This design comes from an exercise in tuning for small area on the open sky130 flow, not from production work.
At most, simulation tests tie the RTL to the original design; equivalence was not proved.
Function not checked in runs 1 to 4: the RTL went through the layout flow alone.
Power and IR drop assume default switching activity.

**flow/flow/run.sh**
```bash
#!/bin/bash
# The standard layout (standard.sh), with these changes to how it is made:
#  - every port still gets its own buffer, a small one (buf_1);
#  - optional extra make settings in flow/extra.args (one per line) are passed to make.
set -euo pipefail
cp -r "$FLOW_HOME/scripts" ./scripts_own
cp flow/abc_area.script scripts_own/abc_area.script
extra=()
if [[ -f flow/extra.args ]]; then
  while IFS= read -r line; do [[ -n "$line" ]] && extra+=("$line"); done < flow/extra.args
fi
bash standard.sh SCRIPTS_DIR="$PWD/scripts_own" \
  BUFFER_PORTS_ARGS="-buffer_cell sky130_fd_sc_hd__buf_1" "${extra[@]}" finish \
  > make_finish.log 2>&1
test -s out/final.def
```
**flow/flow/abc_area.script**
```
strash
dc2
dch
amap
topo
stime -c
```
**flow/standard.sh**
```bash
#!/bin/bash
# synth_recipe.tcl (not shown) runs the flow's synth.tcl, then flattens the netlist and writes it again
# the make line also repeats each setting of config.mk as NAME=value (left out here)
make -C /OpenROAD-flow-scripts/flow DESIGN_CONFIG=/design/flow/config.mk WORK_HOME=/design/flow/orfs CLKGATE_MAP_FILE= SYNTH_SCRIPT=/design/flow/synth_recipe.tcl "${@:-finish}"
```
**flow/config.mk**
```make
export PLATFORM = sky130hd
export DESIGN_NAME = floating_point_adder
export DESIGN_NICKNAME = floating_point_adder
export VERILOG_FILES = /design/flow/design.v
export SDC_FILE = /design/flow/constraint.sdc
export NUM_CORES = 4
export LEC_CHECK = 0
export ABC_AREA = 1
export CAP_MARGIN = 20
export CORE_MARGIN = 2
export CORE_UTILIZATION = 40
export GPL_TIMING_DRIVEN = 0
export SLEW_MARGIN = 20
export SYNTH_HIERARCHICAL = 1
```
**flow/constraint.sdc**
```tcl
create_clock -name core_clock -period 6.0 [get_ports {clk}]
set_input_delay 1.2000 -clock core_clock [delete_from_list [all_inputs] [get_ports {clk}]]
set_output_delay 1.2000 -clock core_clock [all_outputs]
set_load 0.01 [all_outputs]
```
**flow/design.v**
```verilog
module fa_imux (input x0, x1, s, sn, output y);    
  assign y = ~((x0 | s) & (x1 | sn));
endmodule
module fa_mux (input x0, x1, s, sn, output y);     
  assign y = (x0 | s) & (x1 | sn);
endmodule
module fa_nand2 (input a, b, output y);
  assign y = ~(a & b);
endmodule
module fa_nor2 (input a, b, output y);
  assign y = ~(a | b);
endmodule
module fa_xnor2 (input a, b, output y);
  assign y = ~(a ^ b);
endmodule
module fa_xor2 (input a, b, output y);
  assign y = a ^ b;
endmodule
module fa_aoi22 (input a1, a2, b1, b2, output y);
  assign y = ~((a1 & a2) | (b1 & b2));
endmodule
module fa_aoi222 (input a1, a2, b1, b2, c1, c2, output y);
  assign y = ~((a1 & a2) | (b1 & b2) | (c1 & c2));
endmodule
module fa_aoi221 (input a1, a2, b1, b2, c, output y);
  assign y = ~((a1 & a2) | (b1 & b2) | c);
endmodule
module fa_half (input a, b, output s, c);
  assign s = a ^ b;
  assign c = a & b;
endmodule
module fa_full (input a, b, ci, output s, co);
  assign s = a ^ b ^ ci;
  assign co = (a & b) | (ci & (a ^ b));
endmodule
module fa_exp1 (
  input [10:0] e1, e2,
  input s1, s2,
  output gt, gtn,
  output [4:0] s, sn,        
  output sela, selb,         
  output [10:0] el,
  output sl, sub
);
  wire [10:0] g = e1 & ~e2;
  wire [10:0] p = e1 | ~e2;
  wire [10:0] h = ~(e1 ^ e2);
  wire [11:0] c;
  assign c[0] = 1'b0;
  genvar i;
  generate
    for (i = 0; i < 6; i = i + 1) begin : lo
      assign c[i + 1] = g[i] | (p[i] & c[i]);
    end
  endgenerate
  wire g76 = g[7] | (p[7] & g[6]);
  wire p76 = p[7] & p[6];
  wire g98 = g[9] | (p[9] & g[8]);
  wire p98 = p[9] & p[8];
  wire g96 = g98 | (p98 & g76);
  wire p96 = p98 & p76;
  wire g106 = g[10] | (p[10] & g96);
  wire p106 = p[10] & p96;
  wire g10 = g[1] | (p[1] & g[0]);
  wire g32 = g[3] | (p[3] & g[2]);
  wire p32 = p[3] & p[2];
  wire g54 = g[5] | (p[5] & g[4]);
  wire p54 = p[5] & p[4];
  wire g50 = g54 | (p54 & (g32 | (p32 & g10)));
  assign gt = g106 | (p106 & g50);
  assign gtn = ~gt;
  assign c[7] = g[6] | (p[6] & g50);
  generate
    for (i = 7; i < 11; i = i + 1) begin : hi
      assign c[i + 1] = g[i] | (p[i] & c[i]);
    end
  endgenerate
  wire [10:0] dd = (h ^ c[10:0]) ^ {11{gtn}};
  wire sat = |dd[10:6];
  assign s = dd[4:0];
  assign sn = ~dd[4:0];
  assign sela = ~sat & ~dd[5];
  assign selb = ~sat & dd[5];
  assign el = gt ? e1 : e2;
  assign sl = gt ? s1 : s2;
  assign sub = s1 ^ s2;
endmodule
module fa_ctl3 #(parameter NB = 5, parameter [6*8-1:0] LOS = 0) (
  input [52:0] u,
  input [NB-1:0] bc,
  input sub,
  output [NB-1:0] cin,
  output neg, hi, mid, lo, zero
);
  function integer LO;
    input integer j;
    LO = LOS[j * 8 +: 8];
  endfunction
  wire [NB-1:0] ones;
  wire [NB:0] k, c;
  genvar j;
  generate
    for (j = 0; j < NB; j = j + 1) begin : blk
      assign ones[j] = &u[LO(j + 1) - 1:LO(j)];
      assign k[j + 1] = bc[j] | (ones[j] & k[j]);
      assign c[j + 1] = bc[j] | (ones[j] & c[j]);
      assign cin[j] = c[j];
    end
  endgenerate
  assign k[0] = 1'b0;
  assign c[0] = sub & k[NB];
  assign neg = sub & ~k[NB];
  wire r53 = ~sub & k[NB];
  wire t52 = c[NB - 1] & (&u[51:LO(NB - 1)]);
  wire r52 = u[52] ^ t52 ^ neg;
  assign hi = r53;
  assign mid = ~r53 & r52;
  assign lo = ~r53 & ~r52;
  assign zero = sub & (&ones) & ~(|bc);
endmodule
module fa_exp3 (
  input [10:0] el,
  input sl, neg, hi, mid, lo, zero,
  output [11:0] o
);
  wire [10:0] ex = hi ? el + 11'd1 : mid ? el : el - 11'd1;
  assign o = {(sl ^ neg) & ~zero, ex & {11{~zero}}};
endmodule
module floating_point_adder (f_in1, f_in2, f_out, clk);
input [63:0] f_in1, f_in2;
output reg [63:0] f_out;
input clk;
genvar i, j;
localparam NB = 5;
localparam [6*8-1:0] LOS = {8'd53, 8'd43, 8'd33, 8'd22, 8'd11, 8'd0};
function integer LO;
  input integer j;
  LO = LOS[j * 8 +: 8];
endfunction
wire gt, gtn, sela, selb, sl, sub;
wire [4:0] s, sn;
wire [10:0] el;
fa_exp1 ux (.e1(f_in1[62:52]), .e2(f_in2[62:52]), .s1(f_in1[63]), .s2(f_in2[63]),
            .gt(gt), .gtn(gtn), .s(s), .sn(sn), .sela(sela), .selb(selb),
            .el(el), .sl(sl), .sub(sub));
wire [51:0] ml;
generate
  for (i = 0; i < 52; i = i + 1) begin : amux
    fa_mux g (.x0(f_in2[i]), .x1(f_in1[i]), .s(gt), .sn(gtn), .y(ml[i]));
  end
endgenerate
wire [52:0] y0;
assign y0[52] = gt;
fa_nor2 uy51 (.a(gt), .b(f_in1[51]), .y(y0[51]));
generate
  for (i = 0; i < 51; i = i + 1) begin : ymux
    fa_imux g (.x0(f_in1[i]), .x1(f_in2[i + 1]), .s(gt), .sn(gtn), .y(y0[i]));
  end
endgenerate
wire [52:0] y1, y2, y3, y4, y5;
generate
  for (i = 0; i < 53; i = i + 1) begin : shl
    if (i + 1 < 53) begin : a0
      fa_imux g (.x0(y0[i]), .x1(y0[i + 1]), .s(s[0]), .sn(sn[0]), .y(y1[i]));
    end else begin : b0
      fa_nor2 g (.a(s[0]), .b(y0[i]), .y(y1[i]));
    end
    if (i + 2 < 53) begin : a1
      fa_imux g (.x0(y1[i]), .x1(y1[i + 2]), .s(s[1]), .sn(sn[1]), .y(y2[i]));
    end else begin : b1
      fa_nand2 g (.a(sn[1]), .b(y1[i]), .y(y2[i]));
    end
    if (i + 4 < 53) begin : a2
      fa_imux g (.x0(y2[i]), .x1(y2[i + 4]), .s(s[2]), .sn(sn[2]), .y(y3[i]));
    end else begin : b2
      fa_nor2 g (.a(s[2]), .b(y2[i]), .y(y3[i]));
    end
    if (i + 8 < 53) begin : a3
      fa_imux g (.x0(y3[i]), .x1(y3[i + 8]), .s(s[3]), .sn(sn[3]), .y(y4[i]));
    end else begin : b3
      fa_nand2 g (.a(sn[3]), .b(y3[i]), .y(y4[i]));
    end
    if (i + 16 < 53) begin : a4
      fa_imux g (.x0(y4[i]), .x1(y4[i + 16]), .s(s[4]), .sn(sn[4]), .y(y5[i]));
    end else begin : b4
      fa_nor2 g (.a(s[4]), .b(y4[i]), .y(y5[i]));
    end
  end
endgenerate
wire [52:0] bsn;
generate
  for (i = 0; i < 53; i = i + 1) begin : sh5
    if (i + 32 < 53) begin : a
      fa_aoi22 g (.a1(y5[i]), .a2(sela), .b1(y5[i + 32]), .b2(selb), .y(bsn[i]));
    end else begin : b
      fa_nand2 g (.a(y5[i]), .b(sela), .y(bsn[i]));
    end
  end
endgenerate
reg [51:0] s1_ml;
reg [52:0] s1_bsn;
reg [10:0] s1_el;
reg s1_sl, s1_sub;
always @(posedge clk) begin
  s1_ml <= ml;
  s1_bsn <= bsn;
  s1_el <= el;
  s1_sl <= sl;
  s1_sub <= sub;
end
wire [52:0] b;
generate
  for (i = 0; i < 53; i = i + 1) begin : bx
    fa_xnor2 g (.a(s1_bsn[i]), .b(s1_sub), .y(b[i]));
  end
endgenerate
wire [52:0] a = {1'b1, s1_ml};
wire [52:0] u;
wire [53:0] cy;
wire [NB-1:0] bc;
generate
  for (j = 0; j < NB; j = j + 1) begin : blk
    for (i = LO(j); i < LO(j + 1); i = i + 1) begin : ad
      if (i == LO(j)) begin : h
        fa_half g (.a(a[i]), .b(b[i]), .s(u[i]), .c(cy[i + 1]));
      end else begin : f
        fa_full g (.a(a[i]), .b(b[i]), .ci(cy[i]), .s(u[i]), .co(cy[i + 1]));
      end
    end
    assign bc[j] = cy[LO(j + 1)];
  end
endgenerate
reg [52:0] s2_u;
reg [NB-1:0] s2_bc;
reg [10:0] s2_el;
reg s2_sl, s2_sub;
always @(posedge clk) begin
  s2_u <= u;
  s2_bc <= bc;
  s2_el <= s1_el;
  s2_sl <= s1_sl;
  s2_sub <= s1_sub;
end
wire [NB-1:0] cin;
wire neg, hi, mid, lo, zero;
fa_ctl3 #(.NB(NB), .LOS(LOS)) uc (.u(s2_u), .bc(s2_bc), .sub(s2_sub), .cin(cin),
                                  .neg(neg), .hi(hi), .mid(mid), .lo(lo), .zero(zero));
wire [52:0] sm, rn;
wire [52:0] t;
generate
  for (j = 0; j < NB; j = j + 1) begin : inc
    assign t[LO(j)] = cin[j];
    for (i = LO(j); i < LO(j + 1); i = i + 1) begin : b
      if (i + 1 < LO(j + 1)) begin : h
        fa_half g (.a(s2_u[i]), .b(t[i]), .s(sm[i]), .c(t[i + 1]));
      end else begin : e
        fa_xor2 g (.a(s2_u[i]), .b(t[i]), .y(sm[i]));
      end
      fa_xnor2 x (.a(sm[i]), .b(neg), .y(rn[i]));
    end
  end
endgenerate
wire [51:0] mant;
fa_aoi221 um0 (.a1(hi), .a2(rn[1]), .b1(mid), .b2(rn[0]), .c(lo), .y(mant[0]));
generate
  for (i = 1; i < 52; i = i + 1) begin : nrm
    fa_aoi222 g (.a1(hi), .a2(rn[i + 1]), .b1(mid), .b2(rn[i]), .c1(lo), .c2(rn[i - 1]),
                 .y(mant[i]));
  end
endgenerate
wire [11:0] se;
fa_exp3 ue (.el(s2_el), .sl(s2_sl), .neg(neg), .hi(hi), .mid(mid), .lo(lo), .zero(zero), .o(se));
always @(posedge clk)
  f_out <= {se, mant};
endmodule
```
==> flow_metrics.py, run 1 <==
metrics = {
    "status": {
        "outcome": "no timing/DRC/antenna violations",
    },
    "floorplanning": {
        "placementRows": 63,
        "die_h_um": 178.8,
        "core_mm2": 0.02987,
        "die_w_um": 178.8,
        "die_area_mm2": 0.03197,
        "pin_count": 193,
        "initial_core_util_pct": 40.91,
    },
    "synthesis": {
        "synth_cell_type_count": 29,
        "yosys_warnings": 7,
        "synth-seq-cells": 253,
        "ys_seq_area_share_pct": 41.44,
        "netlist_area_mm2": 0.01222,
        "postSynthCellCount": 1283,
        "synth_nets": 1542,
        "syn_avg_cell_area_um2": 9.526,
    },
    "pwr": {
        "power_frac_seq_pct": 35.9,
        "p_leak_nw": 5.494,
        "ir_drop_v": 0.0002294,
        "power.density_mw_per_mm2": 441.1,
        "power_w": 0.006585,
        "internal_power_w": 0.004047,
        "power_switching_w": 0.002538,
        "swShare_pct": 38.54,
        "clock_power_share_pct": 24.3,
        "combPwrFrac_pct": 39.9,
    },
    "final_layout": {
        "final_common_cell": "o22ai_1",
        "layout-drive-gt1-share_pct": 6.494,
        "final_nets": 1786,
        "areaGrowthSynthToFinish_pct": 22.16,
        "mostFrequentLayoutCells": "o22ai_1 (290), dfxtp_1 (252), buf_1 (192), nand2_1 (155), o21ai_0 (109)",
        "layoutNonFillerInstCount": 1931,
    },
    "critical_path": {
        "critPathMaxFanout": 71,
        "worstSetupPathType": "input pin to flop",
        "timing.critical_path.from_type": "input pin",
        "cp_common_cell": "nor2_1",
        "crit_required_ps": 6420,
        "cp-end-kind": "flop",
        "slowest_delay_ps": 380,
        "crit_path_top_delay_cell": "a22oi_2",
        "arrival_ps": 6160,
    },
    "drt": {
        "final_antenna_net_count": 0,
        "firstDrtPassIters": 7,
        "drt_iter0_drc": 870,
        "drcViolationCount": 0,
        "wirelength_mm": 37.09,
        "via_per_inst": 5.858,
        "wl_per_cell_um": 19.21,
        "vias": 11310,
    },
    "global_routing": {
        "grt_max_degree": 110,
        "antenna_found_initial": 3,
        "grt_pass1_wl_mm": 55.98,
        "track_usage_pct": 22.62,
        "grt_pass1_vias": 10320,
        "grt_overflow": 0,
    },
    "placed_design": {
        "dpl.cell_count": 1881,
        "dp_hpwl_mm": 28.63,
        "routabilityCongestion": 0.8699,
        "io_buffers": 192,
    },
    "timing": {
        "period_needed_ps": 5736,
        "clock_skew_ps": 21.37,
        "rsz0062_at_grt": "yes",
        "finalSetupViolations": 0,
        "fin_crit_sh_pct": 95.59,
        "tightest_slew_ps": 1082,
        "final.setup.tns_ps": 0,
        "hold_viol": 0,
        "slew-limit-headroom_pct": 27.77,
        "timing.fmax_mhz": 174.3,
        "slew_viol_final": 0,
    },
    "cts": {
        "cts_buffers": 27,
        "path_clk_slew_ps": 60,
        "htreeDepth": 1,
        "cts_tree": "built",
        "worstSkewPairLatency_ps": 550,
        "cts_max_path_buffers": 3,
        "clock-sinks": 253,
        "root_buffer": "clkbuf_16",
    },
    "run": {
        "drv_cap": 0,
    },
    "worst_hold_path": {
        "hold_path.class": "flop to flop",
    },
}
[registers in the layout, indices dropped and copies added (netlist names)]
name and flops:
s1_ml 52, s2_sl 1, s1_sub 1, s2_sub 1
s1_sl 1, s2_el 11, s2_bc 5, s2_u 53
s1_el 11, f_out 64, s1_bsn 53
[Yosys stat by module, one instance, submodules excluded, excerpt]
module                area, um^2  cells
fa_aoi222                  10.01      1
fa_exp3                    350.3     66
fa_half                    12.51      1
fa_mux                     8.758      1
fa_nor2                    3.754      1
floating_point_adder        5069    254
[path summary, 6_finish.rpt]
path | slack, ps | cells past startpoint | endpoint | from
hold reg to reg | 330 | 0 | s2_el[8] | s1_el[8]
setup / recovery | 260 | 32 | s1_bsn[16] | f_in2[52]
setup reg to reg | 590 | 13 | s2_u[32] | s1_sub
hold / removal | 330 | 0 | s2_el[8] | s1_el[8]
[through the flow]
step	area [um^2]	hold slack [ps]	worst slack (ps)	util, %
floorplan	12260	309.6	-6454	-
global placement	13470	309.8	-11300	45.09
detailed placement	13930	312.1	-1565	46.63
CTS	14840	326.8	2.169	49.69
global route	14930	328.3	-56.96	49.97
finish	14930	325.9	264.4	49.98
[power by group through the flow]
stage | Clock [W] | Sequential (W) | Combinational, W
floorplan | 0 | 0.00243 | 0.00157
global placement | 0 | 0.00240 | 0.00242
detailed placement | 0 | 0.00240 | 0.00252
CTS | 0.00163 | 0.00237 | 0.00256
global route | 0.00170 | 0.00241 | 0.00291
finish | 0.00160 | 0.00236 | 0.00263
[Yosys cell counts]
library cell / n / area, um^2
conb_1: 1 / 3.750
nor2_1: 84 / 315.3
nand3b_1: 1 / 7.510
a31oi_1: 3 / 18.77
o21ai_0: 109 / 545.5
a22oi_1: 21 / 157.7
or3_1: 1 / 6.260
or2_0: 1 / 6.260
nor4_1: 5 / 31.28
ha_1: 74 / 925.9
nand3_1: 9 / 45.04
a221oi_1: 1 / 8.760
or4_1: 2 / 15.01
o32ai_1: 2 / 17.52
clkinv_1: 50 / 187.7
o31ai_1: 2 / 15.01
and4_1: 1 / 8.760
a222oi_1: 51 / 510.5
a21oi_1: 16 / 80.08
or4b_1: 1 / 10.01
nor3_1: 7 / 35.03
dfxtp_1: 253 / 5065
fa_1: 56 / 1121
nand4_1: 12 / 75.07
a211oi_1: 11 / 82.58
o22a_1: 52 / 455.4
o22ai_1: 299 / 1871
nor2b_1: 3 / 18.77
nand2_1: 155 / 581.8
[kinds of logic after synthesis]
| group | count (synthesis) | synth area share [%] |
|---|---|---|
| AO/OA/AOI/OAI | 567 | 30.78 |
| AND/OR/NAND/NOR | 282 | 9.459 |
| flip-flops | 253 | 41.44 |
| adder cells (fa/ha/maj) | 130 | 16.75 |
| buffers and inverters | 50 | 1.536 |
| other | 1 | 0.03068 |
[layer usage]
metal | track usage, % | part of all wire, % | up-vias
li1 | - | - | 5598
met1 | 31.87 | 47 | 5280
met2 | 37.16 | 46 | 374
met3 | 2.566 | 5.9 | 57
met4 | 5.217 | 2.0 | 2
met5 | 0 | 0.035 | -
[critical path, delay by kind of cell]
family	cells	cell delay, ps
adders and majority gates	2	520
buffers and inverters	7	1190
AOI/OAI and AO/OA	8	1600
and+or+nand+nor	15	1510
[cell type report]
cell class	count	area, um^2
clock inverter	5	61.31
tap	390	488.0
timing repair buffer	215	1124
fill	2869	14940
multi-input combinational	980	7173
inverter	50	240.2
sequential	253	5069
antenna	1	2.502
clock buffer	37	773.2
[timing repair]
item                                    4_1_cts  5_1_grt
hold buffers                                  0        0
buffers inserted                              7        0
endpoints found under the setup margin       53       53
gates resized for setup                       6       16
pin swaps                                     4        1
==> run 2, diff against run 1 <==
==> flow/flow/extra.args (new file) <==
CTS_ARGS=-sink_clustering_enable -repair_clock_nets -dont_use_dummy_load -buf_list sky130_fd_sc_hd__clkbuf_8 -sink_clustering_size 14 -sink_clustering_max_diameter 60
--- a/flow/config.mk
+++ b/flow/config.mk
@@ -8,7 +8,7 @@
 export ABC_AREA = 1
 export CAP_MARGIN = 20
 export CORE_MARGIN = 2
-export CORE_UTILIZATION = 40
+export CORE_UTILIZATION = 60
 export GPL_TIMING_DRIVEN = 0
 export SLEW_MARGIN = 20
 export SYNTH_HIERARCHICAL = 1
==> flow_metrics.py, run 2 <==
metrics = {
    "timing": {
        "clock_skew_ps": 25.09,
        "fin_crit_sh_pct": 94.49,
        "finalSetupViolations": 0,
        "fin_ws_ps": 330.5,
        "hold_viol": 0,
        "timing.fmax_mhz": 176.4,
        "rsz0062_at_grt": "yes",
        "slew-limit-headroom_pct": 37.77,
        "period_needed_ps": 5669,
        "slew_viol_final": 0,
        "tightest_slew_ps": 932.4,
    },
    "floorplanning": {
        "die_w_um": 146.7,
        "initial_core_util_pct": 60.79,
        "placementRows": 52,
        "core_mm2": 0.02010,
        "die_h_um": 146.7,
        "pin_count": 193,
        "die_area_mm2": 0.02153,
    },
    "critical_path": {
        "timing.critical_path.from_type": "input pin",
        "r2r-start": "s1_sub",
        "ff2ff_setup_slack_ps": 680,
        "cp_common_cell": "nor2_1",
        "crit_required_ps": 6350,
        "crit_path_top_delay_cell": "fa_2",
        "arrival_ps": 6010,
        "critPathMaxFanout": 73,
        "slowest_delay_ps": 350,
        "worstSetupPathType": "input pin to flop",
        "crit-reg2reg-capture": "s2_u[32]",
        "r2r_cells": 13,
        "cp-end-kind": "flop",
    },
    "global_routing": {
        "antenna_found_initial": 0,
        "grt_pass1_vias": 10630,
        "grt_overflow": 0,
        "grt_max_degree": 110,
        "track_usage_pct": 32.69,
        "grt_pass1_wl_mm": 55.65,
    },
    "final_layout": {
        "final_common_cell": "o22ai_1",
        "areaGrowthSynthToFinish_pct": 17.24,
        "final_nets": 1781,
        "mostFrequentLayoutCells": "o22ai_1 (286), dfxtp_1 (252), buf_1 (192), nand2_1 (155), o21ai_0 (109)",
        "layout-drive-gt1-share_pct": 5.789,
        "top_regs": "f_out x64, s1_bsn x53, s2_u x53",
        "final_core_util_pct": 71.27,
        "largest_reg_flops": 64,
        "post-route-cell-area_mm2": 0.01433,
        "largest-register": "f_out",
        "antennaDiodeCount": 0,
    },
    "placed_design": {
        "dp_hpwl_mm": 27.39,
        "routabilityCongestion": 0.9063,
        "post_dp_cell_area_mm2": 0.01381,
        "place_ws_ps": -1710,
        "io_buffers": 192,
    },
    "cts": {
        "worstSkewPairLatency_ps": 550,
        "htreeDepth": 1,
        "cts_tree": "built",
        "cts_buffers": 22,
        "clock-sinks": 253,
        "path_clk_slew_ps": 80,
        "root_buffer": "clkbuf_8",
        "holdBufCountCts": 0,
        "cts_max_path_buffers": 3,
    },
    "synthesis": {
        "synthTopCellsByCount": "o22ai_1 (299), dfxtp_1 (253), nand2_1 (155)",
        "synth-main-ff-cell": "dfxtp_1",
        "synth_area_leader_cell": "dfxtp_1",
        "synth_cell_type_count": 29,
        "netlist_area_mm2": 0.01222,
        "synth_edf_count": 0,
        "ys_seq_area_share_pct": 41.44,
        "synth-seq-cells": 253,
        "synth_nets": 1542,
        "synth.area.top_cells": "dfxtp_1 (41%), o22ai_1 (15%), fa_1 (9.2%)",
        "yosys_warnings": 7,
        "postSynthCellCount": 1283,
        "syn_avg_cell_area_um2": 9.526,
        "async_flop_share_pct": 0,
        "yosysMostFrequentCell": "o22ai_1",
        "synth_top_area_share_pct": 41.44,
    },
    "worst_hold_path": {
        "min_to": "s2_el[3]",
        "min-delay-start": "s1_el[3]",
        "hold_path.class": "flop to flop",
        "min_path_cells": 0,
    },
    "drt": {
        "via_per_inst": 6.568,
        "final_antenna_net_count": 0,
        "firstDrtPassIters": 10,
        "drcViolationCount": 0,
        "dr_wl_met3_mm": 3.223,
        "vias": 11760,
        "wl_met2_mm": 16.84,
        "drt_iter0_drc": 1325,
        "wl_per_cell_um": 20.56,
        "wl_met1_mm": 15.59,
        "highest_layer": "met4",
        "wirelength_mm": 36.79,
    },
    "pwr": {
        "swShare_pct": 41.42,
        "power.density_mw_per_mm2": 413.4,
        "ir_drop_v": 0.0002141,
        "power_frac_seq_pct": 39.9,
        "p_leak_nw": 5.268,
        "internal_power_w": 0.003470,
        "combPwrFrac_pct": 45.7,
        "power_switching_w": 0.002453,
        "clock_power_share_pct": 14.5,
    },
    "run": {
        "drv_cap": 0,
    },
    "status": {
        "outcome": "no timing/DRC/antenna violations",
    },
}
## run 2: metal layers
metal  vias up  global-route usage (%)
met2       615                   52.63
met1      5489                   45.71
met5         -                       0
met4         0                   10.39
li1       5568                       -
met3        84                   5.031
## run 2: layout make-up
cell class,instances,area [um^2]
Clock buffer,22,302.8
Fill cell,1617,5776
Inverter,50,252.7
Multi-Input combinational cell,982,7206
Sequential cell,253,5069
Tap cell,270,337.8
Timing Repair Buffer,213,1161
## run 2: repair_timing
action | in CTS | in global routing
cloned | 2 | 0
gates resized for setup | 7 | 21
setup buffers | 4 | 2
setup endpoints to repair | 53 | 50
pin swaps | 4 | 3
## run 2: cell families (layout without fill, tap and decap cells)
family	after synthesis	in the layout	share of synthesized area, %
compound gates	567	569	30.78
simple gates	282	282	9.459
flops	253	253	41.44
fa+ha+maj	130	130	16.75
buf+inv	50	285	1.536
other cells	1	1	0.03068
## run 2: through the flow
stage               setup TNS (ps)  total power [W]  hold WS (ps)  cells
floorplan                  -415990         0.004000         309.6   1283
global placement           -831390         0.004753         312.3   1745
detailed placement          -79280         0.004929         312.1   1760
CTS                              0         0.005799         331.7   1788
global route                -12.01         0.006243         337.8   1790
finish                           0         0.005923         331.7   1790
## run 2: power groups by stage
stage / combinational [W] / clock (W) / sequential (W)
3_3_place_gp: 0.00236 / 0 / 0.00239
5_1_grt: 0.00293 / 0.000919 / 0.00240
3_5_place_dp: 0.00253 / 0 / 0.00239
6_report: 0.00271 / 0.000856 / 0.00236
2_1_floorplan: 0.00157 / 0 / 0.00243
4_1_cts: 0.00258 / 0.000862 / 0.00236
## run 2: worst max path at each step
stage | start | end
floorplan | f_in2[52] | s1_bsn[14]
global placement | f_in2[52] | s1_bsn[3]
detailed placement | f_in2[52] | s1_bsn[3]
CTS | f_in2[52] | s1_bsn[3]
global route | f_in2[52] | s1_bsn[16]
finish | f_in2[52] | s1_bsn[7]
## run 2: worst max-delay path: cells and delay by family
kind	cells	cell delay, ps
buf+inv	7	1180
simple gates	16	1860
compound gates	7	1230
fa+ha+maj	2	510
## run 2: modules after synthesis, one instance, submodules excluded, a selection
module / flip-flops and latches / copies in the design
fa_aoi221: 0 / 1
fa_xor2: 0 / 5
fa_nand2: 0 / 42
fa_half: 0 / 53
fa_aoi222: 0 / 51
fa_nor2: 0 / 22
fa_aoi22: 0 / 21
fa_exp1: 0 / 1
fa_imux: 0 / 285
fa_mux: 0 / 52
fa_exp3: 0 / 1
fa_xnor2: 0 / 106
fa_full: 0 / 48
==> run 3, diff against run 2 <==
--- a/flow/config.mk
+++ b/flow/config.mk
@@ -6,9 +6,9 @@
 export NUM_CORES = 4
 export LEC_CHECK = 0
 export ABC_AREA = 1
-export CAP_MARGIN = 20
+export CAP_MARGIN = 0
 export CORE_MARGIN = 2
-export CORE_UTILIZATION = 60
+export CORE_UTILIZATION = 40
 export GPL_TIMING_DRIVEN = 0
-export SLEW_MARGIN = 20
+export SLEW_MARGIN = 0
 export SYNTH_HIERARCHICAL = 1
==> flow_metrics.py, run 3 <==
metrics = {
    "synthesis": {
        "synth_area_leader_cell": "dfxtp_1",
        "synth-main-ff-cell": "dfxtp_1",
        "synth_cell_type_count": 29,
        "synth_nets": 1542,
        "ys_seq_area_share_pct": 41.44,
        "postSynthCellCount": 1283,
        "async_flop_share_pct": 0,
        "synth_top_area_share_pct": 41.44,
        "synth-seq-cells": 253,
        "synth.area.top_cells": "dfxtp_1 (41%), o22ai_1 (15%), fa_1 (9.2%)",
        "synth_edf_count": 0,
        "syn_avg_cell_area_um2": 9.526,
        "netlist_area_mm2": 0.01222,
        "synthTopCellsByCount": "o22ai_1 (299), dfxtp_1 (253), nand2_1 (155)",
        "yosys_warnings": 7,
        "yosysMostFrequentCell": "o22ai_1",
    },
    "worst_hold_path": {
        "min_path_cells": 0,
        "min-delay-start": "s1_el[3]",
        "hold_path.class": "flop to flop",
        "min_to": "s2_el[3]",
    },
    "pwr": {
        "p_leak_nw": 5.272,
        "ir_drop_v": 0.0001489,
        "power.density_mw_per_mm2": 409.7,
    },
    "timing": {
        "hold_viol": 0,
        "fin_crit_sh_pct": 95.17,
        "timing.fmax_mhz": 175.1,
        "slew-limit-headroom_pct": 26.06,
        "slew_viol_final": 0,
        "tightest_slew_ps": 1108,
        "clock_skew_ps": 55.07,
        "final.setup.tns_ps": 0,
        "finalSetupViolations": 0,
        "period_needed_ps": 5710,
    },
    "critical_path": {
        "cp_common_cell": "nor2_1",
        "crit_required_ps": 6460,
        "slowest_delay_ps": 370,
        "arrival_ps": 6170,
        "timing.critical_path.from_type": "input pin",
        "crit_path_top_delay_cell": "fa_2",
        "ff2ff_setup_slack_ps": 340,
        "worstSetupPathType": "input pin to flop",
        "r2r_cells": 12,
        "r2r-start": "s1_sub",
        "cp-end-kind": "flop",
        "critPathMaxFanout": 71,
        "crit-reg2reg-capture": "s2_u[10]",
    },
    "placed_design": {
        "dpl.cell_count": 1879,
        "dp_hpwl_mm": 28.53,
        "io_buffers": 192,
        "routabilityCongestion": 0.8699,
    },
    "global_routing": {
        "grt_max_degree": 110,
        "grt_pass1_vias": 10290,
        "grt_pass1_wl_mm": 56.24,
        "track_usage_pct": 22.74,
        "grt_overflow": 0,
        "antenna_found_initial": 1,
    },
    "final_layout": {
        "top_regs": "f_out x64, s1_bsn x53, s2_u x53",
        "layout-drive-gt1-share_pct": 6.102,
        "largest_reg_flops": 64,
        "areaGrowthSynthToFinish_pct": 18.49,
        "layoutNonFillerInstCount": 1915,
        "largest-register": "f_out",
        "final_common_cell": "o22ai_1",
        "mostFrequentLayoutCells": "o22ai_1 (285), dfxtp_1 (252), buf_1 (192), nand2_1 (155), o21ai_0 (109)",
        "nFillCells": 2937,
        "final_nets": 1785,
    },
    "floorplanning": {
        "pin_count": 193,
        "placementRows": 63,
        "die_area_mm2": 0.03197,
        "core_mm2": 0.02987,
        "die_w_um": 178.8,
        "die_h_um": 178.8,
        "initial_core_util_pct": 40.91,
    },
    "run": {
        "drv_cap": 0,
    },
    "cts": {
        "path_clk_slew_ps": 80,
        "cts_tree": "built",
        "worstSkewPairLatency_ps": 570,
        "cts_buffers": 25,
        "holdBufCountCts": 0,
        "clock-sinks": 253,
        "htreeDepth": 1,
        "cts_max_path_buffers": 3,
        "root_buffer": "clkbuf_8",
    },
    "drt": {
        "firstDrtPassIters": 7,
        "drcViolationCount": 0,
        "drt_iter0_drc": 851,
        "wirelength_mm": 37.49,
        "wl_per_cell_um": 19.58,
        "vias": 11270,
        "via_per_inst": 5.887,
        "final_antenna_net_count": 0,
    },
    "status": {
        "outcome": "no timing/DRC/antenna violations",
    },
}
run 3: changes by cell type in the layout (fill, tap and decap cells not counted), moves of 4 or more:
cell,change
buf_16,-6
a22oi_2,+4
a22oi_1,-4
nor2_1,+4
run 3: what timing repair did:
| item | 4_1_cts | 5_1_grt |
|---|---|---|
| gates resized for setup | 13 | 20 |
| setup endpoints to repair | 53 | 53 |
| cloned | 1 | 1 |
| pin swaps | 4 | 1 |
| buffers inserted | 7 | 1 |
run 3: cell families (layout without fill, tap and decap cells):
| family | after synthesis | count (layout) | share of synthesized area [%] |
|---|---|---|---|
| other | 1 | 2 | 0.03068 |
| and+or+nand+nor | 282 | 283 | 9.459 |
| DFF | 253 | 253 | 41.44 |
| adders and majority gates | 130 | 130 | 16.75 |
| buffers and inverters | 50 | 290 | 1.536 |
| AOI/OAI and AO/OA | 567 | 567 | 30.78 |
run 3: layer usage:
| metal | part of all wire [%] | global-route usage (%) | wire (um) | vias to the layer above |
|---|---|---|---|---|
| li1 | - | - | - | 5577 |
| met1 | 47 | 32.17 | 17690 | 5296 |
| met2 | 46 | 37.34 | 17200 | 363 |
| met3 | 5.5 | 2.735 | 2047 | 38 |
| met4 | 1.5 | 4.709 | 553 | 0 |
| met5 | 0 | 0 | 0 | - |
run 3: power by group:
| part | switching, W | leakage, nW | total (W) | internal, W |
|---|---|---|---|---|
| registers | 0.000243 | 2.12 | 0.00237 | 0.00213 |
| clock network | 0.000549 | 0.180 | 0.000918 | 0.000369 |
| logic | 0.00165 | 2.98 | 0.00265 | 0.000997 |
| total | 0.00244 | 5.27 | 0.00593 | 0.00349 |
run 3: metrics by stage:
stage                     setup WS [ps]  total power [W]  util [%]  area [um^2]  hold WS (ps)
after floorplan                   -6454         0.004000         -        12260         309.6
after global placement           -11300         0.004819     45.09        13470         309.8
after detailed placement          -2442         0.004924     46.47        13880         312.1
after CTS                         19.34         0.005887     48.00        14340         330.3
after global routing             -3.074         0.006362     48.47        14480         336.1
final                             289.9         0.005932     48.47        14480         325.8
run 3: area by class of cell:
cell class / count / area (um^2) / area share, %
clock buffer: 25 / 344.1 / 2.376
sequential: 253 / 5069 / 35.00
multi-input combinational: 981 / 7211 / 49.79
antenna: 1 / 2.502 / 0.01728
inverter: 50 / 252.7 / 1.745
tap: 390 / 488.0 / 3.370
timing repair buffer: 215 / 1115 / 7.698
run 3: critical path: cells and delay by family:
family          cells  cell delay [ps]
buf+inv             7             1150
compound gates      8             1550
fa+ha+maj           2              530
simple gates       15             1620
run 3: how the worst max path moves through the flow:
stage / slack (ps) / endpoint / cells past startpoint / from
final: 290 / s1_bsn[18] / 32 / f_in2[52]
after global routing: -3 / s1_bsn[6] / 32 / f_in2[52]
after CTS: 20 / s1_bsn[15] / 27 / f_in2[52]
after detailed placement: -2440 / s1_bsn[20] / 29 / f_in2[52]
after global placement: -11300 / s1_bsn[2] / 28 / f_in2[52]
after floorplan: -6450 / s1_bsn[14] / 27 / f_in2[52]
run 3: modules after synthesis (local to each module, per instance), a selection:
module	flip-flops and latches	cell area [um^2]	times used
fa_aoi222	0	10.01	51
fa_xnor2	0	8.758	106
fa_imux	0	6.256	285
fa_mux	0	8.758	52
fa_aoi221	0	8.758	1
fa_xor2	0	8.758	5
fa_exp3	0	350.3	1
fa_aoi22	0	7.507	21
==> run 4, diff against run 3 <==
--- a/flow/design.v
+++ b/flow/design.v
@@ -39,49 +39,48 @@
   output gt, gtn,
   output [4:0] s, sn,        
   output sela, selb,         
-  output [10:0] el,
   output sl, sub
 );
   wire [10:0] g = e1 & ~e2;
-  wire [10:0] p = e1 | ~e2;
   wire [10:0] h = ~(e1 ^ e2);
   wire [11:0] c;
   assign c[0] = 1'b0;
   genvar i;
   generate
     for (i = 0; i < 6; i = i + 1) begin : lo
-      assign c[i + 1] = g[i] | (p[i] & c[i]);
+      assign c[i + 1] = g[i] | (h[i] & c[i]);
     end
   endgenerate
-  wire g76 = g[7] | (p[7] & g[6]);
-  wire p76 = p[7] & p[6];
-  wire g98 = g[9] | (p[9] & g[8]);
-  wire p98 = p[9] & p[8];
-  wire g96 = g98 | (p98 & g76);
-  wire p96 = p98 & p76;
-  wire g106 = g[10] | (p[10] & g96);
-  wire p106 = p[10] & p96;
-  wire g10 = g[1] | (p[1] & g[0]);
-  wire g32 = g[3] | (p[3] & g[2]);
-  wire p32 = p[3] & p[2];
-  wire g54 = g[5] | (p[5] & g[4]);
-  wire p54 = p[5] & p[4];
-  wire g50 = g54 | (p54 & (g32 | (p32 & g10)));
-  assign gt = g106 | (p106 & g50);
+  wire g10 = g[1] | (h[1] & g[0]);
+  wire h10 = h[1] & h[0];
+  wire g32 = g[3] | (h[3] & g[2]);
+  wire h32 = h[3] & h[2];
+  wire g54 = g[5] | (h[5] & g[4]);
+  wire h54 = h[5] & h[4];
+  wire g76 = g[7] | (h[7] & g[6]);
+  wire h76 = h[7] & h[6];
+  wire g98 = g[9] | (h[9] & g[8]);
+  wire h98 = h[9] & h[8];
+  wire g50 = g54 | (h54 & (g32 | (h32 & g10)));
+  wire g96 = g98 | (h98 & g76);
+  wire h96 = h98 & h76;
+  wire g106 = g[10] | (h[10] & g96);
+  wire h106 = h[10] & h96;
+  assign gt = g106 | (h106 & g50);
   assign gtn = ~gt;
-  assign c[7] = g[6] | (p[6] & g50);
+  assign c[7] = g[6] | (h[6] & g50);
   generate
     for (i = 7; i < 11; i = i + 1) begin : hi
-      assign c[i + 1] = g[i] | (p[i] & c[i]);
+      assign c[i + 1] = g[i] | (h[i] & c[i]);
     end
   endgenerate
-  wire [10:0] dd = (h ^ c[10:0]) ^ {11{gtn}};
-  wire sat = |dd[10:6];
+  wire [10:0] dsum = h ^ c[10:0];           
+  wire [5:0] dd = dsum[5:0] ^ {6{gtn}};
+  wire sat = gt ? |dsum[10:6] : ~&dsum[10:6];
   assign s = dd[4:0];
   assign sn = ~dd[4:0];
   assign sela = ~sat & ~dd[5];
   assign selb = ~sat & dd[5];
-  assign el = gt ? e1 : e2;
   assign sl = gt ? s1 : s2;
   assign sub = s1 ^ s2;
 endmodule
@@ -119,10 +118,11 @@
   assign zero = sub & (&ones) & ~(|bc);
 endmodule
 module fa_exp3 (
-  input [10:0] el,
+  input [10:0] eln,
   input sl, neg, hi, mid, lo, zero,
   output [11:0] o
 );
+  wire [10:0] el = ~eln;
   wire [10:0] ex = hi ? el + 11'd1 : mid ? el : el - 11'd1;
   assign o = {(sl ^ neg) & ~zero, ex & {11{~zero}}};
 endmodule
@@ -139,10 +139,15 @@
 endfunction
 wire gt, gtn, sela, selb, sl, sub;
 wire [4:0] s, sn;
-wire [10:0] el;
 fa_exp1 ux (.e1(f_in1[62:52]), .e2(f_in2[62:52]), .s1(f_in1[63]), .s2(f_in2[63]),
             .gt(gt), .gtn(gtn), .s(s), .sn(sn), .sela(sela), .selb(selb),
-            .el(el), .sl(sl), .sub(sub));
+            .sl(sl), .sub(sub));
+wire [10:0] eln;
+generate
+  for (i = 0; i < 11; i = i + 1) begin : emux
+    fa_imux g (.x0(f_in2[52 + i]), .x1(f_in1[52 + i]), .s(gt), .sn(gtn), .y(eln[i]));
+  end
+endgenerate
 wire [51:0] ml;
 generate
   for (i = 0; i < 52; i = i + 1) begin : amux
@@ -199,12 +204,12 @@
 endgenerate
 reg [51:0] s1_ml;
 reg [52:0] s1_bsn;
-reg [10:0] s1_el;
+reg [10:0] s1_eln;
 reg s1_sl, s1_sub;
 always @(posedge clk) begin
   s1_ml <= ml;
   s1_bsn <= bsn;
-  s1_el <= el;
+  s1_eln <= eln;
   s1_sl <= sl;
   s1_sub <= sub;
 end
@@ -232,12 +237,12 @@
 endgenerate
 reg [52:0] s2_u;
 reg [NB-1:0] s2_bc;
-reg [10:0] s2_el;
+reg [10:0] s2_eln;
 reg s2_sl, s2_sub;
 always @(posedge clk) begin
   s2_u <= u;
   s2_bc <= bc;
-  s2_el <= s1_el;
+  s2_eln <= s1_eln;
   s2_sl <= s1_sl;
   s2_sub <= s1_sub;
 end
@@ -269,7 +274,7 @@
   end
 endgenerate
 wire [11:0] se;
-fa_exp3 ue (.el(s2_el), .sl(s2_sl), .neg(neg), .hi(hi), .mid(mid), .lo(lo), .zero(zero), .o(se));
+fa_exp3 ue (.eln(s2_eln), .sl(s2_sl), .neg(neg), .hi(hi), .mid(mid), .lo(lo), .zero(zero), .o(se));
 always @(posedge clk)
   f_out <= {se, mant};
 endmodule
==> flow_metrics.py, run 4 <==
metrics = {
    "status": {
        "outcome": "no timing/DRC/antenna violations",
    },
    "critical_path": {
        "cp-end-kind": "flop",
        "critPathMaxFanout": 130,
        "crit_required_ps": 6450,
        "worstSetupPathType": "input pin to flop",
        "r2r_cells": 11,
        "arrival_ps": 6140,
        "timing.critical_path.from_type": "input pin",
    },
    "placed_design": {
        "io_buffers": 192,
        "post_dp_cell_area_mm2": 0.01375,
        "dp_hpwl_mm": 28.69,
        "routabilityCongestion": 0.9133,
        "place_ws_ps": -2811,
    },
    "pwr": {
        "swShare_pct": 41.20,
        "power_switching_w": 0.002454,
        "power_w": 0.005957,
        "p_leak_nw": 5.202,
        "power_frac_seq_pct": 39.3,
        "internal_power_w": 0.003503,
        "clock_power_share_pct": 15.6,
        "combPwrFrac_pct": 45.2,
        "ir_drop_v": 0.0001502,
        "power.density_mw_per_mm2": 414.6,
    },
    "worst_hold_path": {
        "min_path_cells": 0,
        "hold_path.class": "flop to flop",
    },
    "synthesis": {
        "synth.area.top_cells": "dfxtp_1 (42%), o22ai_1 (15%), fa_1 (9.3%)",
        "synthXorXnorAreaFrac_pct": 0,
        "synth-main-ff-cell": "dfxtp_1",
        "yosysMostFrequentCell": "o22ai_1",
        "synth_area_leader_cell": "dfxtp_1",
        "synth_edf_count": 0,
        "synthTopCellsByCount": "o22ai_1 (299), dfxtp_1 (253), nand2_1 (160)",
        "ys_seq_area_share_pct": 41.90,
        "netlist_area_mm2": 0.01209,
        "yosys_warnings": 7,
        "synth_compound_area_share_pct": 31.53,
        "synth-seq-cells": 253,
        "syn_avg_cell_area_um2": 9.571,
        "postSynthCellCount": 1263,
        "synth.area.mux_share_pct": 0,
        "synthSimpleGateAreaFrac_pct": 9.326,
        "synth_top_area_share_pct": 41.90,
        "synth_cell_type_count": 31,
        "synth_top_family_by_area": "compound AO/OA/AOI/OAI gates",
        "synth_nets": 1513,
        "synthAdderAreaFrac_pct": 16.00,
        "async_flop_share_pct": 0,
    },
    "timing": {
        "hold_ws_ps": 332.1,
        "fin_ws_ps": 313.2,
        "hold_viol": 0,
        "slew-limit-headroom_pct": 21.69,
        "fin_crit_sh_pct": 94.78,
        "clock_skew_ps": 46.83,
        "final.setup.tns_ps": 0,
        "tightest_slew_ps": 1175,
        "slew_viol_final": 0,
        "rsz0062_at_grt": "no",
        "timing.fmax_mhz": 175.8,
        "finalSetupViolations": 0,
        "period_needed_ps": 5687,
    },
    "run": {
        "drv_cap": 0,
    },
    "cts": {
        "cts_buffers": 26,
        "clock-sinks": 253,
        "path_clk_slew_ps": 80,
        "root_buffer": "clkbuf_8",
        "htreeDepth": 1,
        "cts_max_path_buffers": 3,
        "cts_tree": "built",
        "worstSkewPairLatency_ps": 560,
    },
    "final_layout": {
        "final_nets": 1756,
        "nFillCells": 2880,
        "largest_reg_flops": 64,
        "largest-register": "f_out",
        "top_regs": "f_out x64, s1_bsn x53, s2_u x53",
        "post-route-cell-area_mm2": 0.01437,
        "mostFrequentLayoutCells": "o22ai_1 (285), dfxtp_1 (252), buf_1 (191), nand2_1 (160), o21ai_0 (107)",
        "layout-drive-gt1-share_pct": 6.848,
        "antennaDiodeCount": 0,
        "final_common_cell": "o22ai_1",
        "areaGrowthSynthToFinish_pct": 18.85,
    },
    "drt": {
        "vias": 11360,
        "wirelength_mm": 38.35,
        "drt_iter0_drc": 1047,
        "via_per_inst": 5.996,
        "final_antenna_net_count": 0,
        "firstDrtPassIters": 10,
        "wl_per_cell_um": 20.25,
        "drcViolationCount": 0,
    },
    "floorplanning": {
        "initial_core_util_pct": 40.68,
        "die_area_mm2": 0.03163,
        "die_w_um": 177.8,
        "die_h_um": 177.8,
        "pin_count": 193,
        "placementRows": 63,
        "core_mm2": 0.02972,
    },
    "global_routing": {
        "grt_pass1_wl_mm": 58.35,
        "grt_overflow": 0,
        "antenna_found_initial": 1,
        "grt_max_degree": 131,
        "track_usage_pct": 23.78,
        "grt_pass1_vias": 10420,
    },
}
[run 4: cell count changes after synthesis, sizes merged, moves of 2 or more]
cell	before	now
nand2	155	160
nand3	9	6
nor2	84	76
o21ai	109	107
a21o	0	4
clkinv	50	39
a311oi	0	2
ha	74	65
[run 4: cell type report]
type | count | area [um^2] | area share, %
Multi-Input combinational cell | 974 | 7166 | 49.88
Sequential cell | 253 | 5069 | 35.28
Timing Repair Buffer | 212 | 1096 | 7.629
Tap cell | 390 | 488.0 | 3.397
Clock buffer | 26 | 357.8 | 2.491
Inverter | 39 | 190.2 | 1.324
[run 4: logic make-up (layout without fill, tap and decap cells)]
family,after synthesis,after routing
fa+ha+maj,121,121
buf+inv,39,277
simple gates,276,277
flops,253,253
compound gates,573,575
other cells,1,1
[run 4: worst max-delay path: stages]
cell and delay, ps:
clkbuf_2 170, clkinv_8 60, ha_4 160, fa_2 390, a21o_1 190, a21o_1 150
a21o_1 150, a21o_1 160, a21oi_2 160, clkinv_1 80, a21oi_1 160, nor2_1 70
a211oi_2 210, nor2_2 140, nor2_4 180, clkinv_4 80, buf_16 230, a21oi_4 270
buf_6 220, buf_16 200, o22ai_1 130, o22ai_1 310, o22ai_1 190, o22ai_1 290
nor2_1 150, a22oi_2 300
[run 4: worst paths after layout]
kind / start / slack [ps] / end
worst min-delay path: s1_eln[1] / 330 / s2_eln[1]
worst min register to register: s1_eln[1] / 330 / s2_eln[1]
worst max-delay path: f_in2[52] / 310 / s1_bsn[6]
worst max register to register: s1_sub / 350 / s2_bc[0]
[run 4: repair_timing]
action                                 CTS  global route
gates cloned                             3             0
setup buffers                            5             2
pin swaps                                4             3
endpoints found under the hold margin    0             0
setup endpoints to repair               53            47
gates resized for setup                 11            29
hold buffers                             0             0
[run 4: metal layers]
| layer | vias to the layer above | GRT usage [%] | wire [um] |
|---|---|---|---|
| li1 | 5533 | - | - |
| met1 | 5333 | 34.68 | 17790 |
| met2 | 440 | 36.98 | 16940 |
| met3 | 48 | 4.156 | 2913 |
| met4 | 2 | 4.611 | 697 |
| met5 | - | 0 | 11 |
[run 4: metrics by stage]
| step | instances | util (%) |
|---|---|---|
| 6_report | 1894 | 48.34 |
| 5_1_grt | 1894 | 48.34 |
| 4_1_cts | 1892 | 47.79 |
| 3_5_place_dp | 1858 | 46.25 |
| 3_3_place_gp | 1845 | 44.88 |
| 2_1_floorplan | 1263 | - |
[run 4: power by group through the flow]
stage	Combinational (W)	Sequential, W	Clock, W
after floorplan	0.00156	0.00243	0
final	0.00269	0.00234	0.000927
after global routing	0.00296	0.00239	0.00102
after CTS	0.00260	0.00235	0.000964
after detailed placement	0.00255	0.00238	0
after global placement	0.00245	0.00238	0
[run 4: per-module statistics from Yosys (local to each module, per instance), a selection]
module / cells inside / cell area [um^2] / times used / flops+latches
fa_exp3: 66 / 352.8 / 1 / 0
fa_full: 1 / 20.02 / 48 / 0
fa_half: 1 / 12.51 / 53 / 0
fa_aoi222: 1 / 10.01 / 51 / 0
fa_xor2: 2 / 8.758 / 5 / 0
fa_mux: 1 / 8.758 / 52 / 0
fa_aoi221: 1 / 8.758 / 1 / 0
fa_aoi22: 1 / 7.507 / 21 / 0
fa_nand2: 1 / 3.754 / 42 / 0
fa_nor2: 1 / 3.754 / 22 / 0
==> run 5, diff against run 4 <==
--- a/flow/design.v
+++ b/flow/design.v
@@ -1,17 +1,11 @@
 module fa_imux (input x0, x1, s, sn, output y);    
   assign y = ~((x0 | s) & (x1 | sn));
 endmodule
-module fa_mux (input x0, x1, s, sn, output y);     
-  assign y = (x0 | s) & (x1 | sn);
-endmodule
 module fa_nand2 (input a, b, output y);
   assign y = ~(a & b);
 endmodule
 module fa_nor2 (input a, b, output y);
   assign y = ~(a | b);
-endmodule
-module fa_xnor2 (input a, b, output y);
-  assign y = ~(a ^ b);
 endmodule
 module fa_xor2 (input a, b, output y);
   assign y = a ^ b;
@@ -108,10 +102,10 @@
   endgenerate
   assign k[0] = 1'b0;
   assign c[0] = sub & k[NB];
-  assign neg = sub & ~k[NB];
-  wire r53 = ~sub & k[NB];
+  assign neg = sub & k[NB];
+  wire r53 = ~sub & ~k[NB];
   wire t52 = c[NB - 1] & (&u[51:LO(NB - 1)]);
-  wire r52 = u[52] ^ t52 ^ neg;
+  wire r52 = ~(u[52] ^ t52 ^ neg);
   assign hi = r53;
   assign mid = ~r53 & r52;
   assign lo = ~r53 & ~r52;
@@ -148,10 +142,10 @@
     fa_imux g (.x0(f_in2[52 + i]), .x1(f_in1[52 + i]), .s(gt), .sn(gtn), .y(eln[i]));
   end
 endgenerate
-wire [51:0] ml;
+wire [51:0] mln;
 generate
   for (i = 0; i < 52; i = i + 1) begin : amux
-    fa_mux g (.x0(f_in2[i]), .x1(f_in1[i]), .s(gt), .sn(gtn), .y(ml[i]));
+    fa_imux g (.x0(f_in2[i]), .x1(f_in1[i]), .s(gt), .sn(gtn), .y(mln[i]));
   end
 endgenerate
 wire [52:0] y0;
@@ -202,12 +196,12 @@
     end
   end
 endgenerate
-reg [51:0] s1_ml;
+reg [51:0] s1_mln;
 reg [52:0] s1_bsn;
 reg [10:0] s1_eln;
 reg s1_sl, s1_sub;
 always @(posedge clk) begin
-  s1_ml <= ml;
+  s1_mln <= mln;
   s1_bsn <= bsn;
   s1_eln <= eln;
   s1_sl <= sl;
@@ -216,17 +210,20 @@
 wire [52:0] b;
 generate
   for (i = 0; i < 53; i = i + 1) begin : bx
-    fa_xnor2 g (.a(s1_bsn[i]), .b(s1_sub), .y(b[i]));
-  end
-endgenerate
-wire [52:0] a = {1'b1, s1_ml};
+    fa_xor2 g (.a(s1_bsn[i]), .b(s1_sub), .y(b[i]));
+  end
+endgenerate
+wire [52:0] a = {1'b0, s1_mln};
+wire addc = ~s1_sub;
 wire [52:0] u;
 wire [53:0] cy;
 wire [NB-1:0] bc;
 generate
   for (j = 0; j < NB; j = j + 1) begin : blk
     for (i = LO(j); i < LO(j + 1); i = i + 1) begin : ad
-      if (i == LO(j)) begin : h
+      if (i == 0) begin : c
+        fa_full g (.a(a[i]), .b(b[i]), .ci(addc), .s(u[i]), .co(cy[i + 1]));
+      end else if (i == LO(j)) begin : h
         fa_half g (.a(a[i]), .b(b[i]), .s(u[i]), .c(cy[i + 1]));
       end else begin : f
         fa_full g (.a(a[i]), .b(b[i]), .ci(cy[i]), .s(u[i]), .co(cy[i + 1]));
@@ -261,7 +258,7 @@
       end else begin : e
         fa_xor2 g (.a(s2_u[i]), .b(t[i]), .y(sm[i]));
       end
-      fa_xnor2 x (.a(sm[i]), .b(neg), .y(rn[i]));
+      fa_xor2 x (.a(sm[i]), .b(neg), .y(rn[i]));
     end
   end
 endgenerate
==> flow_metrics.py, run 5 <==
metrics = {
    "global_routing": {
        "grt_pass1_wl_mm": 57.30,
        "antenna_found_initial": 3,
        "grt_max_degree": 130,
        "grt_pass1_vias": 10330,
        "track_usage_pct": 23.47,
        "grt_overflow": 0,
    },
    "floorplanning": {
        "initial_core_util_pct": 40.55,
        "placementRows": 63,
        "pin_count": 193,
        "die_h_um": 177.1,
        "die_area_mm2": 0.03137,
        "core_mm2": 0.02956,
        "die_w_um": 177.1,
    },
    "cts": {
        "cts_buffers": 26,
        "worstSkewPairLatency_ps": 580,
        "root_buffer": "clkbuf_8",
        "clock-sinks": 253,
        "holdBufCountCts": 0,
        "cts_tree": "built",
        "path_clk_slew_ps": 80,
        "htreeDepth": 1,
        "cts_max_path_buffers": 3,
    },
    "synthesis": {
        "yosys_warnings": 7,
        "synth.area.top_cells": "dfxtp_1 (42%), o22ai_1 (18%), fa_1 (9.5%)",
        "synth_cell_type_count": 31,
        "netlist_area_mm2": 0.01199,
        "synth-seq-cells": 253,
        "synthTopCellsByCount": "o22ai_1 (352), dfxtp_1 (253), nor2_1 (183)",
        "syn_avg_cell_area_um2": 9.462,
        "synth_edf_count": 0,
        "async_flop_share_pct": 0,
        "synth-main-ff-cell": "dfxtp_1",
        "synth_nets": 1517,
        "postSynthCellCount": 1267,
        "ys_seq_area_share_pct": 42.25,
        "yosysMostFrequentCell": "o22ai_1",
        "synth_area_leader_cell": "dfxtp_1",
        "synth_top_area_share_pct": 42.25,
    },
    "timing": {
        "slew_viol_final": 0,
        "hold_ws_ps": 332.4,
        "finalSetupViolations": 0,
        "fin_crit_sh_pct": 96.34,
        "fin_ws_ps": 219.5,
        "timing.fmax_mhz": 173.0,
        "hold_viol": 0,
        "rsz0062_at_grt": "no",
        "slew-limit-headroom_pct": 31.17,
        "period_needed_ps": 5780,
        "tightest_slew_ps": 1031,
        "clock_skew_ps": 46.76,
    },
    "critical_path": {
        "crit_path_top_delay_cell": "fa_2",
        "timing.critical_path.from_type": "input pin",
        "r2r_cells": 12,
        "arrival_ps": 6140,
        "critPathMaxFanout": 65,
        "worstSetupPathType": "input pin to flop",
        "r2r-start": "s1_sub",
        "crit_start": "f_in2[52]",
        "crit-reg2reg-capture": "s2_bc[0]",
        "crit_required_ps": 6360,
        "ff2ff_setup_slack_ps": 520,
        "crit_end": "s1_bsn[5]",
        "slowest_delay_ps": 390,
        "cp-end-kind": "flop",
    },
    "placed_design": {
        "io_buffers": 192,
        "post_dp_cell_area_mm2": 0.01371,
        "dpl.cell_count": 1864,
        "dp_hpwl_mm": 28.57,
        "place_ws_ps": -3175,
        "routabilityCongestion": 0.9359,
    },
    "drt": {
        "drt_iter0_drc": 1244,
        "firstDrtPassIters": 9,
        "vias": 11410,
        "final_antenna_net_count": 0,
        "wl_per_cell_um": 20.23,
        "via_per_inst": 5.999,
        "wirelength_mm": 38.47,
        "drcViolationCount": 0,
    },
    "final_layout": {
        "nFillCells": 2937,
        "top_regs": "f_out x64, s1_bsn x53, s2_u x53",
        "largest_reg_flops": 64,
        "mostFrequentLayoutCells": "o22ai_1 (350), dfxtp_1 (251), buf_1 (192), nor2_1 (177), a21oi_1 (118)",
        "largest-register": "f_out",
        "areaGrowthSynthToFinish_pct": 18.80,
        "final_common_cell": "o22ai_1",
        "layoutNonFillerInstCount": 1902,
        "final_nets": 1763,
        "layout-drive-gt1-share_pct": 5.758,
        "post-route-cell-area_mm2": 0.01424,
    },
    "run": {
        "drv_cap": 0,
    },
    "pwr": {
        "power_w": 0.006041,
        "power.density_mw_per_mm2": 424.2,
        "p_leak_nw": 5.150,
        "ir_drop_v": 0.0001621,
    },
    "status": {
        "outcome": "no timing/DRC/antenna violations",
    },
    "worst_hold_path": {
        "hold_path.class": "flop to flop",
    },
}
==> run 5: cell types whose count changed after synthesis, moves of 52 or more <==
cell	delta
o22ai_1	+53
a21oi_1	+107
nand2_1	-108
o22a_1	-52
o21ai_0	-106
nor2_1	+107
==> run 5: how the worst min path moves through the flow <==
| stage | from | to | depth (start not counted) |
|---|---|---|---|
| after global routing | s1_eln[9] | s2_eln[9] | 0 |
| after CTS | s1_eln[8] | s2_eln[8] | 0 |
| after detailed placement | s1_eln[5] | s2_eln[5] | 0 |
| final | s1_eln[4] | s2_eln[4] | 0 |
| after global placement | s1_eln[10] | s2_eln[10] | 0 |
| after floorplan | s1_eln[0] | s2_eln[0] | 0 |
==> run 5: repair_timing <==
item,in CTS,in global routing
pin swaps,4,2
gates resized for setup,10,7
cloned,2,1
setup endpoints to repair,53,31
setup buffers,6,2
==> run 5: where the power goes <==
group	total (W)	switching [W]	internal (W)
clock	0.000950	0.000566	0.000384
sequential	0.00234	0.000211	0.00213
combinational	0.00275	0.00174	0.00101
total	0.00604	0.00252	0.00353
==> run 5: Yosys stat by module (local to each module, per instance), excerpt <==
module / cell area (um^2) / flip-flops and latches / times used
fa_nand2: 3.754 / 0 / 42
fa_nor2: 3.754 / 0 / 22
fa_exp3: 352.8 / 0 / 1
fa_full: 20.02 / 0 / 49
fa_aoi222: 10.01 / 0 / 51
fa_exp1: 561.8 / 0 / 1
fa_half: 12.51 / 0 / 52
fa_aoi221: 8.758 / 0 / 1
fa_xor2: 8.758 / 0 / 111
fa_aoi22: 7.507 / 0 / 21
floating_point_adder: 5072 / 253 / 1
==> run 5: through the flow <==
step           util (%)  TNS (ps)
4_1_cts           47.98         0
3_5_place_dp      46.38   -156610
5_1_grt           48.18         0
3_3_place_gp      44.87  -1022150
2_1_floorplan         -   -439990
6_report          48.18         0
==> run 5: cells by family (layout without fill, tap and decap cells) <==
kind of cell | Yosys count | in the layout | share of synthesized area, %
compound gates | 573 | 574 | 30.66
simple gates | 278 | 279 | 9.540
flops | 253 | 253 | 42.25
fa+ha+maj | 121 | 121 | 16.20
buf+inv | 41 | 283 | 1.315
other cells | 1 | 2 | 0.03128
==> run 5: final cells by class <==
cell class                 count  area, um^2  area share, %
multi-input combinational    975        6950          48.81
sequential                   253        5070          35.60
timing repair buffer         215        1139          7.995
tap                          390       488.0          3.426
clock buffer                  26       357.8          2.513
inverter                      40       215.2          1.511
timing repair inverter         1       11.26        0.07907
buffer                         1       7.507        0.05271
antenna                        1       2.502        0.01757
==> run 5: routing by layer <==
layer,routed length (um),global-route usage [%],vias to the layer above
met5,0,0,-
met4,667,5.096,0
met3,2604,2.878,48
met2,16900,35.78,419
met1,18300,35.40,5380
li1,-,-,5563
==> run 5: worst max-delay path: cells and delay by family <==
family	cells	cell delay (ps)
AO/OA/AOI/OAI	13	2440
AND/OR/NAND/NOR	5	830
buffers and inverters	7	1070
adder cells (fa/ha/maj)	2	550

## port drivers added, routing unchanged
Ports are ideal in the flow. The routed layouts listed here were re-timed in OpenROAD. Step 1 (the two cells are an assumption about what drives the block):
set clk [get_ports {clk}]
set_driving_cell -lib_cell sky130_fd_sc_hd__clkbuf_16 $clk
set_driving_cell -lib_cell sky130_fd_sc_hd__buf_2 [delete_from_list [all_inputs] $clk]
Step 2 adds t to the input delays and takes it off the output delays; t is the mean of the earliest and latest rising clock arrival at the registers after step 1. Input paths then give back, and output paths get back, about the clock's delay inside the block. Slacks: ideal / step 1 / step 2; pairs: ideal / step 1.
run	t, ns	setup WS [ns]	latest minus earliest clock arrival (ns)
run 1	0.583	0.264 / 0.283 / -0.300	0.023 / 0.022
run 2	0.580	0.331 / 0.354 / -0.226	0.031 / 0.030
run 3	0.589	0.290 / 0.306 / -0.283	0.056 / 0.056
run 4	0.586	0.313 / 0.322 / -0.263	0.053 / 0.053
run 5	0.601	0.220 / 0.218 / -0.383	0.049 / 0.049
Met with ideal ports but missed after step 2: setup timing in every run listed. For run 5, which loses most, drivers alone change the setup slack by -0.002 ns; drivers and shift together by -0.603 ns.
